Source: an optimization exercise on an open RTL-to-GDS flow (aim: small area and a short achievable clock period). Production flows keep margins and buffers that such runs may drop. RTL that was checked went through simulation tests only; none was proved equivalent to the original. For run 2, only the layout was checked, not whether the RTL still works. Power and IR drop assume default switching activity.

## flow/design.v

```verilog
module lab4(Dout, Din, clk, reset);
parameter b0=7, b1=17, b2=32, b3=46, b4=52, b5=61, b6=73, b7=61, b8=52, b9=46, b10=32, b11=17, b12=7;
output	[17:0]	Dout;
input 	[7:0] 	Din;
input 		clk, reset;
reg [7:0] r0, r1, r2, r3, r4, r5, r6, r7, r8, r9, r10, r11;
always @(posedge clk) begin
    if (!reset) begin
        r0 <= 0; r1 <= 0; r2 <= 0; r3 <= 0; r4 <= 0; r5 <= 0; 
        r6 <= 0; r7 <= 0; r8 <= 0; r9 <= 0; r10 <= 0; r11 <= 0;
    end else begin
        r0  <= Din;
        r1  <= r0;
        r2  <= r1;
        r3  <= r2;
        r4  <= r3;
        r5  <= r4;
        r6  <= r5;
        r7  <= r6;
        r8  <= r7;
        r9  <= r8;
        r10 <= r9;
        r11 <= r10;
    end
end
assign Dout = (Din * b0) + (r0 * b1) + (r1 * b2) + (r2 * b3) + 
              (r3 * b4) + (r4 * b5) + (r5 * b6) + (r6 * b7) + 
              (r7 * b8) + (r8 * b9) + (r9 * b10) + (r10 * b11) + (r11 * b12);
endmodule
```

## flow/config.mk

```make
export PLATFORM = sky130hd
export DESIGN_NAME = lab4
export DESIGN_NICKNAME = lab4
export VERILOG_FILES = /design/flow/design.v
export SDC_FILE = /design/flow/constraint.sdc
export NUM_CORES = 4
export LEC_CHECK = 0
export CAP_MARGIN = 20
export CORE_MARGIN = 2
export CORE_UTILIZATION = 40
export SLEW_MARGIN = 20
```

## flow/run.sh

```bash
#!/bin/bash
# synth_recipe.tcl (not shown) runs the flow's synth.tcl, then flattens the netlist and writes it again
# the make line also repeats each setting of config.mk as NAME=value (left out here)
make -C /OpenROAD-flow-scripts/flow DESIGN_CONFIG=/design/flow/config.mk WORK_HOME=/design/flow/orfs CLKGATE_MAP_FILE= SYNTH_SCRIPT=/design/flow/synth_recipe.tcl finish
```

## flow/constraint.sdc

```tcl
create_clock -name core_clock -period 13.0 [get_ports {clk}]
set_input_delay 2.6000 -clock core_clock [delete_from_list [all_inputs] [get_ports {clk}]]
set_output_delay 2.6000 -clock core_clock [all_outputs]
set_load 0.01 [all_outputs]
```

==> results of run 1 <==
[power groups by stage]
stage          logic (W)  registers [W]  clock network (W)
6_report        0.000932       0.000306           0.000268
5_1_grt          0.00105       0.000307           0.000291
4_1_cts         0.000948       0.000306           0.000278
3_5_place_dp    0.000942       0.000313                  0
3_3_place_gp    0.000935       0.000313                  0
2_1_floorplan   0.000598       0.000308                  0
[synthesized netlist by cell type (2+ instances only)]
master    instances
inv_1           387
fa_1            252
ha_1            225
and2_1           98
dfxtp_1          96
nor2_1           33
a21oi_1          27
xnor2_1          23
xor2_1           18
o21ai_0          15
nor3_1           13
clkbuf_1         10
nand3_1          10
nand2_1           9
a21o_1            6
nor2b_1           6
or3_1             6
a211oi_1          5
o22ai_1           4
nor4_1            3
o211ai_1          3
o41ai_2           3
a31o_1            2
nand2b_1          2
o21a_1            2
o311ai_0          2
[worst paths after layout]
check / cells after the start / end
setup / recovery: 22 / Dout[17]
hold / removal: 1 / r10[3]
setup reg to reg: 1 / r7[5]
hold reg to reg: 1 / r10[3]
[worst max-delay path, stage by stage]
cell	delay [ps]
clkdlybuf4s50_1	520
inv_1	110
fa_1	540
inv_1	50
fa_1	470
inv_1	50
fa_1	550
inv_1	50
ha_1	260
inv_1	50
fa_1	540
fa_1	460
fa_1	540
inv_1	50
fa_1	520
fa_1	500
a211oi_1	540
o21ai_2	190
a31o_1	280
a21oi_2	160
xnor2_1	130
clkdlybuf4s50_1	570
[kinds of logic (layout without fill, tap and decap cells)]
family                   count (synthesis)  after routing  share of synthesized area [%]
multiplexers                             1              1                         0.0851
flip-flops                              96             96                           14.5
adder cells (fa/ha/maj)                477            477                           59.4
buffers and inverters                  397            432                           11.3
AND/OR/NAND/NOR                        186            186                           7.88
AO/OA/AOI/OAI                           80             80                           4.13
XOR/XNOR                                41             41                           2.71
[stage by stage]
stage,hold WS (ps),instances,area (µm²),util (%),setup WS [ps]
2_1_floorplan,430,1278,13200,-,2280
3_3_place_gp,446,1739,14000,43.1,691
3_5_place_dp,458,1739,14000,43.1,669
4_1_cts,479,1755,14300,44.0,635
5_1_grt,491,1755,14300,44.0,254
6_report,467,1755,14300,44.0,650
[state kept, by name, summed over array words and instances, names as in the netlist]
name / flops
r0: 8
r1: 8
r10: 8
r11: 8
r2: 8
r3: 8
r4: 8
r5: 8
r6: 8
r7: 8
r8: 8
r9: 8
[cell type report]
cell class / count / area (µm²)
Fill cell: 3169 / 18200
Multi-Input combinational cell: 785 / 9820
Sequential cell: 96 / 1920
Inverter: 387 / 1450
Tap cell: 442 / 553
Timing Repair Buffer: 29 / 283
Clock buffer: 9 / 225
Clock inverter: 7 / 66.3
[metal layers]
metal  global-route usage (%)  vias to the layer above
met1                     23.8                     4032
met4                     4.03                        0
met3                     2.19                       23
met2                     30.3                       76
li1                         -                     3905
met5                        0                        -
==> impl_metrics.tcl, run 1 <==
set metrics [dict create \
    status "timing/DRC/antenna clean" \
    cts-root-buf "clkbuf_16" \
    gp_congestion 0.835 \
    post_cts_buffers 0 \
    startpoint "Din[2]" \
    grt_overflow 0 \
    vdd_drop_max_uv 139 \
    cts_tree "built" \
    synth_top_area_share_pct 38.1 \
    p_comb_share_pct 61.9 \
    grt_pass1_wl_um 45700 \
    r2r_setup_slack_ps 12100 \
    cp-end-kind "output pin" \
    synth.avg_cell_area_um2 10.4 \
    clock_latency_ps 360 \
    cts-htree-levels 3 \
    finalSetupTns_ps 0 \
    drv_slew 0 \
    routedWlPerCell_um 15.5 \
    slew_headroom_pct 46.1 \
    arrival_ps 9750 \
    finalHoldViolations 0 \
    viasPerCell 4.58 \
    synth_area_um2 13200 \
    layout_common_cells "inv_1, fa_1, ha_1, and2_1, dfxtp_1" \
    reg2reg_from "r6[5]" \
    setup_viol 0 \
    syn_to_final_growth_pct 8.24 \
    grt_start_max_net_pins 97 \
    start_util_pct 40.7 \
    cts_resized 0 \
    final_nets 1795 \
    cp_max_fo 3 \
    synth_nets 1765 \
    clock_path_buffers 2 \
    place_hpwl_um 24000 \
    finalCriticalPeriod_ps 12350 \
    synthTopCellsByArea "fa_1, ha_1, dfxtp_1" \
    yosysSeqAreaShare_pct 14.5 \
    final_common_cell "inv_1" \
    antenna_found_initial 0 \
    fin_skew_ps 10.2 \
    cts_buffers 9 \
    fmax_ghz 0.0810 \
    die_y_um 186 \
    io_pins 28 \
    total_power_w 0.00151 \
    routed.top_layer "met4" \
    drtPass1Iterations 4 \
    final.period_utilization_pct 95.0 \
    async_flop_share_pct 0 \
    synth_edf_count 0 \
    met1_length_um 12200 \
    synth_cells 1278 \
    numClockSinks 96 \
    rsz0062_at_grt "false" \
    hold_buffers 0 \
    track_usage_pct 17.6 \
    wl_met2_um 13900 \
    yosys_warnings 1 \
    drt_iter0_drc 256 \
    fp.coreArea_um2 32500 \
    synthFlopType "dfxtp_1" \
    antenna-diode-count 0 \
    dieArea_um2 34500 \
    p_switching_w 0.000622 \
    worstMarginPinSlew_ps 808 \
    min_path_type "flip-flop to flip-flop" \
    drive_gt1_share_pct 2.13 \
    p_leak_nw 7.56 \
    p_seq_share_pct 20.3 \
    vias 8036 \
    fp.dieW_um 186 \
    clkTransAtPathRegs_ps 70 \
    path_class "input pin to output pin" \
    critPathLaunchType "input pin" \
    yosysTopAreaCell "fa_1" \
    hp-start "r9[3]" \
    p_per_area_nw_per_um2 105 \
    ys_types 44 \
    placementRows 66 \
    numPortBuffers 27 \
    drt_wl_total_um 27200 \
    cap_violations 0 \
    crit_required_ps 10400 \
    drc_errors 0 \
    synth-seq-cells 96 \
    p_int_w 0.000883 \
    clock_power_share_pct 17.8 \
    grt_pass1_vias 8576 \
    swShare_pct 41.3 \
    routed-wl-met3_um 620 \
    ant_nets 0 \
]
==> run 2: changes to the inputs <==
==> flow/design.v (replaced) <==
module lab4(Dout, Din, clk, reset);
parameter b0=7, b1=17, b2=32, b3=46, b4=52, b5=61, b6=73, b7=61, b8=52, b9=46, b10=32, b11=17, b12=7;
output	[17:0]	Dout;
input 	[7:0] 	Din;
input 		clk, reset;
reg [7:0] r0, r1, r2, r3, r4, r5, r6, r7, r8, r9, r10;
reg [16:0] s;
wire [16:0] s_next = (Din * b1) + (r0 * b2) + (r1 * b3) + (r2 * b4) +
                     (r3 * b5) + (r4 * b6) + (r5 * b7) + (r6 * b8) +
                     (r7 * b9) + (r8 * b10) + (r9 * b11) + (r10 * b12);
always @(posedge clk) begin
    if (!reset) begin
        r0 <= 0; r1 <= 0; r2 <= 0; r3 <= 0; r4 <= 0; r5 <= 0;
        r6 <= 0; r7 <= 0; r8 <= 0; r9 <= 0; r10 <= 0;
        s  <= 0;
    end else begin
        r0  <= Din;
        r1  <= r0;
        r2  <= r1;
        r3  <= r2;
        r4  <= r3;
        r5  <= r4;
        r6  <= r5;
        r7  <= r6;
        r8  <= r7;
        r9  <= r8;
        r10 <= r9;
        s   <= s_next;
    end
end
assign Dout = (Din * b0) + s;
endmodule
==> impl_metrics.tcl, run 2 <==
set metrics [dict create \
    cap_violations 0 \
    drtPass1Iterations 5 \
    drt_wl_total_um 29500 \
    cp-end-kind "output pin" \
    cts_buffers 9 \
    drt_iter0_drc 287 \
    vdd_drop_max_uv 89.1 \
    drive_gt1_share_pct 2.12 \
    largest_reg_flops 17 \
    grt_pass1_wl_um 49100 \
    clkTransAtPathRegs_ps 70 \
    synthFlopType "dfxtp_1" \
    synth.avg_cell_area_um2 10.2 \
    setup_viol 0 \
    grt_pass1_vias 9385 \
    syn_to_final_growth_pct 8.00 \
    viasPerCell 4.66 \
    crit_required_ps 10400 \
    place_area_um2 14400 \
    clock_path_buffers 2 \
    path_common_cell "fa_1" \
    post_cts_buffers 0 \
    fp.coreArea_um2 33500 \
    synth_cells 1331 \
    path_class "input pin to output pin" \
    cp_num_buf_inv 4 \
    final_nets 1854 \
    synth_top_area_share_pct 36.1 \
    reg2reg_from "r7[0]" \
    yosysMostFrequentCell "inv_1" \
    status "timing/DRC/antenna clean" \
    cts-root-buf "clkbuf_16" \
    total_power_w 0.00160 \
    slowest_stage "fa_1" \
    fmax_ghz 0.109 \
    yosysSeqAreaShare_pct 15.4 \
    placementRows 67 \
    start_util_pct 40.7 \
    final_common_cell "inv_1" \
    async_flop_share_pct 0 \
    hold_depth 1 \
    crit_path_max_incr_delay_ps 600 \
    yosysTopAreaCell "fa_1" \
    final_cell_count_no_fill 1813 \
    reg2regPathDepth 28 \
    routedWlPerCell_um 16.3 \
    r2r_end "s[14]" \
    cts-htree-levels 3 \
    finalSetupTns_ps 0 \
    hold_end "r9[0]" \
    synth_common_cells "inv_1, fa_1, ha_1, dfxtp_1, nor2_1" \
    min_path_type "flip-flop to flip-flop" \
    place_hpwl_um 25700 \
    yosys_warnings 1 \
    synth_edf_count 0 \
    fp.dieW_um 189 \
    vias 8442 \
    r2r_setup_slack_ps 4220 \
    cts_tree "built" \
    finalHoldViolations 0 \
    p_leak_nw 7.63 \
    cts_resized 0 \
    critPathLaunchType "input pin" \
    rsz0062_at_grt "false" \
    dp_cells 1797 \
    hp-start "r8[0]" \
    track_usage_pct 18.1 \
    cp_max_fo 6 \
    ant_nets 0 \
    synth_nets 1825 \
    grt_start_max_net_pins 69 \
    dieArea_um2 35600 \
    antenna_found_initial 0 \
    numClockSinks 105 \
    die_y_um 189 \
    critical_path.cell_chain "clkdlybuf4s50_1 > fa_1 > inv_1 > fa_1 > inv_1 > fa_1 > a21o_1 > a21oi_1 > o21ai_1 > a21o_1 > a21oi_2 > xnor2_1 > clkdlybuf4s50_1" \
    numPortBuffers 27 \
    drc_errors 0 \
    drv_slew 0 \
    slew_headroom_pct 43.4 \
    finalCriticalPeriod_ps 9200 \
    arrival_ps 6600 \
    largest_register "s" \
    crit_family "adder cells" \
    final.period_utilization_pct 70.8 \
    worstMarginPinSlew_ps 844 \
    layout_common_cells "inv_1, fa_1, ha_1, dfxtp_1, nor2_1" \
    io_pins 28 \
    gp_congestion 0.845 \
    grt_overflow 0 \
    p_per_area_nw_per_um2 109 \
    ys_types 49 \
    synthTopCellsByArea "fa_1, ha_1, dfxtp_1" \
    fin_skew_ps 11.7 \
    hold_buffers 0 \
    synth_area_um2 13600 \
    synth-seq-cells 105 \
    stdcell_area_um2 14700 \
    antenna-diode-count 0 \
    clock_latency_ps 360 \
]
run 2: cell types whose count changed in the layout (fill, tap and decap cells not counted), sizes merged, moves of 6 or more:
cell	change
ha	+13
xnor2	+15
a21o	+7
nor2b	+6
nor2	+43
o21ai	+12
dfxtp	+9
fa	-6
inv	-24
nand3	-7
xor2	-6
and2	-31
run 2: cell type report:
type	count	area (µm²)
clock buffer	11	253
sequential	105	2100
timing repair buffer	29	280
tap	448	561
multi-input combinational	846	10100
clock inverter	5	38.8
inverter	369	1390
fill	3285	18800
run 2: how the worst max path moves through the flow:
stage          startpoint        to  slack, ps  cells after the start
5_1_grt            Din[1]  Dout[11]       3640                     13
6_report           Din[0]  Dout[11]       3800                     13
2_1_floorplan       r7[1]     s[16]       4970                     28
4_1_cts            Din[1]  Dout[11]       3800                     13
3_3_place_gp       Din[1]  Dout[11]       3870                     13
3_5_place_dp       Din[1]  Dout[11]       3820                     13
run 2: worst reg2reg max path, delay by kind of cell, from the launching register on:
kind                       cells  cell delay, ps
DFF                            1             600
adders and majority gates     13            5980
xor gates and xnor gates       1             160
and+or+nand+nor                3             610
buffers and inverters          5             250
muxes                          1             250
AOI/OAI and AO/OA              5             840
run 2: where the power goes:
group	total [W]	switching [W]	internal (W)
Sequential	0.000361	0.0000172	0.000344
Combinational	0.000960	0.000518	0.000442
Clock	0.000281	0.000139	0.000142
Total	0.00160	0.000675	0.000928
run 2: cell families after synthesis:
logic type	after synthesis	synth area share (%)
fa+ha+maj	484	58.0
flops	105	15.4
xor+xnor	50	3.21
buf+inv	380	10.5
mux	1	0.0734
compound gates	106	5.09
simple gates	205	7.77
run 2: per-stage QoR:
| stage | utilization [%] | worst slack (ps) | hold WS [ps] |
|---|---|---|---|
| after CTS | 43.9 | 3800 | 507 |
| after floorplan | - | 4970 | 448 |
| final | 43.9 | 3800 | 505 |
| after global routing | 43.9 | 3640 | 527 |
| after detailed placement | 43.0 | 3820 | 490 |
| after global placement | 43.0 | 3870 | 489 |
run 2: layer usage:
metal | part of all wire [%] | vias up | global-route usage [%]
met5 | 0 | - | 0
met3 | 1.9 | 29 | 2.03
li1 | - | 4100 | -
met2 | 50 | 79 | 31.8
met1 | 45 | 4234 | 23.6
met4 | 2.3 | 0 | 4.60

port drivers added, routing unchanged:
In the flow no input, the clock included, has a driving cell. The finished layouts below were timed again as built, in two steps. Step 1: set_driving_cell puts a clkbuf_16 on clk and a buf_2 on each other input, an assumption about the parent block. Step 2 also shifts input and output timing later by t, the mid clock arrival at the registers, as if the neighbouring blocks saw the same clock. a / b / c = no drivers / after step 1 / after step 2; a / b = the first two.
| run | shift t [ns] | slack for setup (ns) | worst register clock-pin slew, ns | pins driven straight from the clock port |
|---|---|---|---|---|
| run 1 | 0.404 | 0.650 / 0.618 / 0.618 | 0.08 / 0.08 | 1 |
| run 2 | 0.408 | 3.797 / 3.774 / 3.774 | 0.08 / 0.08 | 1 |
After both steps every run listed still meets setup and hold. For run 1, which loses most, drivers alone change the setup slack by -0.032 ns; drivers and shift together by -0.032 ns.
